Context: an optimization exercise on an open-source flow, tuned for small area. The choices shown serve that exercise and are no tape-out recipe.
Power and IR drop assume default switching activity.

// CPU
module CPU (
    input clk,
    input rst,
    input botao_ligar_agora,
    input botao_enviar_agora,
    input [17:0] instrucao_completa,
    output reg flag_clear_memoria,
    output reg flag_escrever,
    output [7:0] lcd_data,
    output lcd_rs,
    output lcd_rw,
    output lcd_e,
    output lcd_on,
    output lcd_blon
);
Size in the first run: about 920 cells after synthesis, ~360 flip-flops, ~37 I/O pins.
clock: 18.0 ns
lec_check: 0
cap_margin: 20
core_margin: 2
core_utilization: 40
cts_cluster_diameter: 80
cts_cluster_size: 25
place_density: 0.6
slew_margin: 20
standard.sh (not shown) runs the stock make flow with config.mk's settings and CLKGATE_MAP_FILE= SYNTH_SCRIPT=/design/flow/synth_recipe.tcl, a recipe that flattens the netlist after the stock synthesis.
==> flow/flow/run.sh <==
#!/bin/bash
# The standard layout (standard.sh), with two changes: the ports are
# buffered with the smallest buffer (buf_1) instead of the default choice,
# and clock tree synthesis inserts no dummy loads. Everything else,
# synthesis included, is the standard flow. Its output goes to
# standard.log in the work folder.
export BUFFER_PORTS_ARGS="-buffer_cell sky130_fd_sc_hd__buf_1"
export CTS_ARGS="-sink_clustering_enable -repair_clock_nets -dont_use_dummy_load -sink_clustering_size 25 -sink_clustering_max_diameter 80"
bash standard.sh > standard.log 2>&1
Edit:
--- a/flow/design.v
+++ b/flow/design.v
@@ -132,18 +132,18 @@
     reg [3:0] end_salvo;
     reg sinal;
     reg [15:0] val;               
     reg [3:0] digito;             
     wire init = index[5] & index[4];
     wire boot = index[2];         
-    wire extrai_janela = (est == EST_SLOT) && (index[5:2] == 4'd7);   
+    wire extrai_janela = est[1] && (index[5:2] == 4'd7);   
     wire ge;
     wire [15:0] dif;
     binarioParaBCD conversor (.valor(val), .sel(index[1:0]), .maior_igual(ge), .diferenca(dif));
     wire extrai = extrai_janela && ge;
-    assign quer_captura = (est == EST_SLOT) && (index == 6'd0);
+    assign quer_captura = est[1] && (index == 6'd0);
     wire longo = init & index[1] & ~index[0];                  
     wire fim_init = init & index[1] & index[0] &               
                     c[4] & c[3] & c[2];
     wire fim_slot = longo ? (c[7] & c[6] & c[4] & c[0])        
                           : (c[4] & c[3] & c[2] & c[0]);       
     wire fim_msg = index[5] & ~index[4] & index[0];            
@@ -197,13 +197,13 @@
                     end
                 end
             endcase
         end
     end
     always @(posedge clk)
-        if (est == EST_SLOT && fim_slot)
+        if (est[1] && fim_slot)
             digito <= c[9:6];
     function [7:0] nome_op;
         input [2:0] op;
         input [1:0] i;
         reg [31:0] s;
         begin
@@ -250,13 +250,13 @@
                 default: saida_dados = " ";
             endcase
         end
     end
     assign end_atual = end_salvo;
     assign lcd_rw = 1'b0;
-    assign lcd_e = (est == EST_SLOT) && (c[5:3] == 3'd0) && (c[2:0] != 3'd7) &&
+    assign lcd_e = est[1] && (c[5:3] == 3'd0) && (c[2:0] != 3'd7) &&
                    (!init || c[7:6] == 2'd0);
 endmodule
 module CPU (
     input clk,
     input rst,
     input botao_ligar_agora,
@@ -298,30 +298,22 @@
     always @(posedge clk) begin
         if (rst)
             sistema_ligado <= 1'b0;
         else if (flag_ligar)
             sistema_ligado <= ~sistema_ligado;
     end
+    wire inicia = sistema_ligado && estado[0] && flag_enviar;
     always @(posedge clk) begin
-        if (~sistema_ligado)
-            estado <= S_DESLIGADO;
-        else begin
-            case (estado)
-                S_DESLIGADO: estado <= S_AGUARDANDO;
-                S_AGUARDANDO: if (flag_enviar) estado <= S_EXECUTANDO;
-                S_EXECUTANDO: estado <= S_AGUARDANDO;
-                default: estado <= estado;
-            endcase
-        end
+        estado[1] <= inicia;
+        estado[0] <= sistema_ligado && !inicia;
     end
     wire [2:0] opcode_chaves = instrucao_completa[17:15];
     always @(*) begin
-        flag_clear_memoria = (estado == S_EXECUTANDO) && (opcode_chaves == OP_CLEAR);
-        flag_escrever = (estado == S_EXECUTANDO) && !(opcode_chaves[2] && opcode_chaves[1]);
+        flag_clear_memoria = estado[1] && (opcode_chaves == OP_CLEAR);
+        flag_escrever = estado[1] && !(opcode_chaves[2] && opcode_chaves[1]);
     end
-    wire inicia = sistema_ligado && (estado == S_AGUARDANDO) && flag_enviar;
     reg [17:0] ir;
     always @(posedge clk)
         if (inicia) ir <= instrucao_completa;
     wire [2:0] op = ir[17:15];
     wire [3:0] rd = ir[14:11];
     wire [3:0] ra = ir[10:7];
@@ -356,24 +348,23 @@
     wire [3:0] end_lcd;
     wire bit_a, bit_b;
     wire soma, prod;
     wire leitura_lcd = quer_captura | captura;
     wire limpa = ~sistema_ligado | (rodando && op == OP_CLEAR);
     wire escreve = rodando && (op[2] == 1'b0 || op[1] == 1'b0);
-    wire impulso = (fase == 4'd0);
-    wire a_mul = (op == OP_MUL) ? bit_a : impulso;
+    wire m_k = (fase < 4'd6) ? mag[fase[2:0]] : 1'b0;
     reg x, y, inv;
     reg sinal_lcd;
     always @(*) begin
-        x = bit_a; y = prod; inv = sgn;
+        x = bit_a; y = m_k; inv = sgn;
         case (op)
-            OP_LOAD: begin x = 1'b0; y = prod; inv = sgn; end
+            OP_LOAD: begin x = 1'b0; y = m_k; inv = sgn; end
             OP_ADD:  begin x = bit_a; y = bit_b; inv = 1'b0; end
-            OP_ADDI: begin x = bit_a; y = prod; inv = sgn; end
+            OP_ADDI: begin x = bit_a; y = m_k; inv = sgn; end
             OP_SUB:  begin x = bit_a; y = bit_b; inv = 1'b1; end
-            OP_SUBI: begin x = bit_a; y = prod; inv = ~sgn; end
+            OP_SUBI: begin x = bit_a; y = m_k; inv = ~sgn; end
             default: begin x = 1'b0; y = prod; inv = sgn; end
         endcase
         if (captura) begin
             x = 1'b0; y = bit_a; inv = sinal_lcd;
         end
     end
@@ -381,13 +372,13 @@
         if (le_sinal) sinal_lcd <= bit_a;
     ula ula (
         .clk(clk),
         .ativo(rodando | captura),
         .carga_carry(le_sinal ? bit_a : inv),
         .x(x), .y(y), .inv(inv),
-        .mag(mag), .a_mul(a_mul),
+        .mag(mag), .a_mul(bit_a),
         .s(soma), .p(prod)
     );
     memoria banco_memoria (
         .clk(clk),
         .clear(limpa),
         .escreve(escreve),
Outcome:
- maximum frequency hardly moves
- register-to-register slack gets worse by 0.57 ns
- global-route usage climbs by 0.33 points
- non-clock buffer count drops by 1
- first-iteration DRC count climbs by 29%
- sequential power is about the same
- clock skew climbs by 0.016 ns
- synthesized area stays flat
No functional check of the RTL was part of any run of this note.

## afterwards: timing with drivers on the ports
In the flow no input, the clock included, has a driving cell. The finished layouts below were timed again as built, in two steps. Step 1 assumes that a clkbuf_16 drives the clock port and a buf_2 every other input. Step 2 also shifts input and output timing later by t, the mid clock arrival at the registers, as if the neighbouring blocks saw the same clock. Three values: no drivers, after step 1, after step 2; two values: the first two.
| run | shift t [ns] | slack for setup (ns) | worst hold slack (ns) | cell pins on the clock port's net |
|---|---|---|---|---|
| the first run | 0.534 | 10.315 / 10.294 / 10.294 | 0.292 / 0.292 / 0.292 | 1 |
| the second run | 0.531 | 10.338 / 10.317 / 10.317 | 0.321 / 0.321 / 0.321 | 1 |
After both steps setup and hold are still met in every run listed.
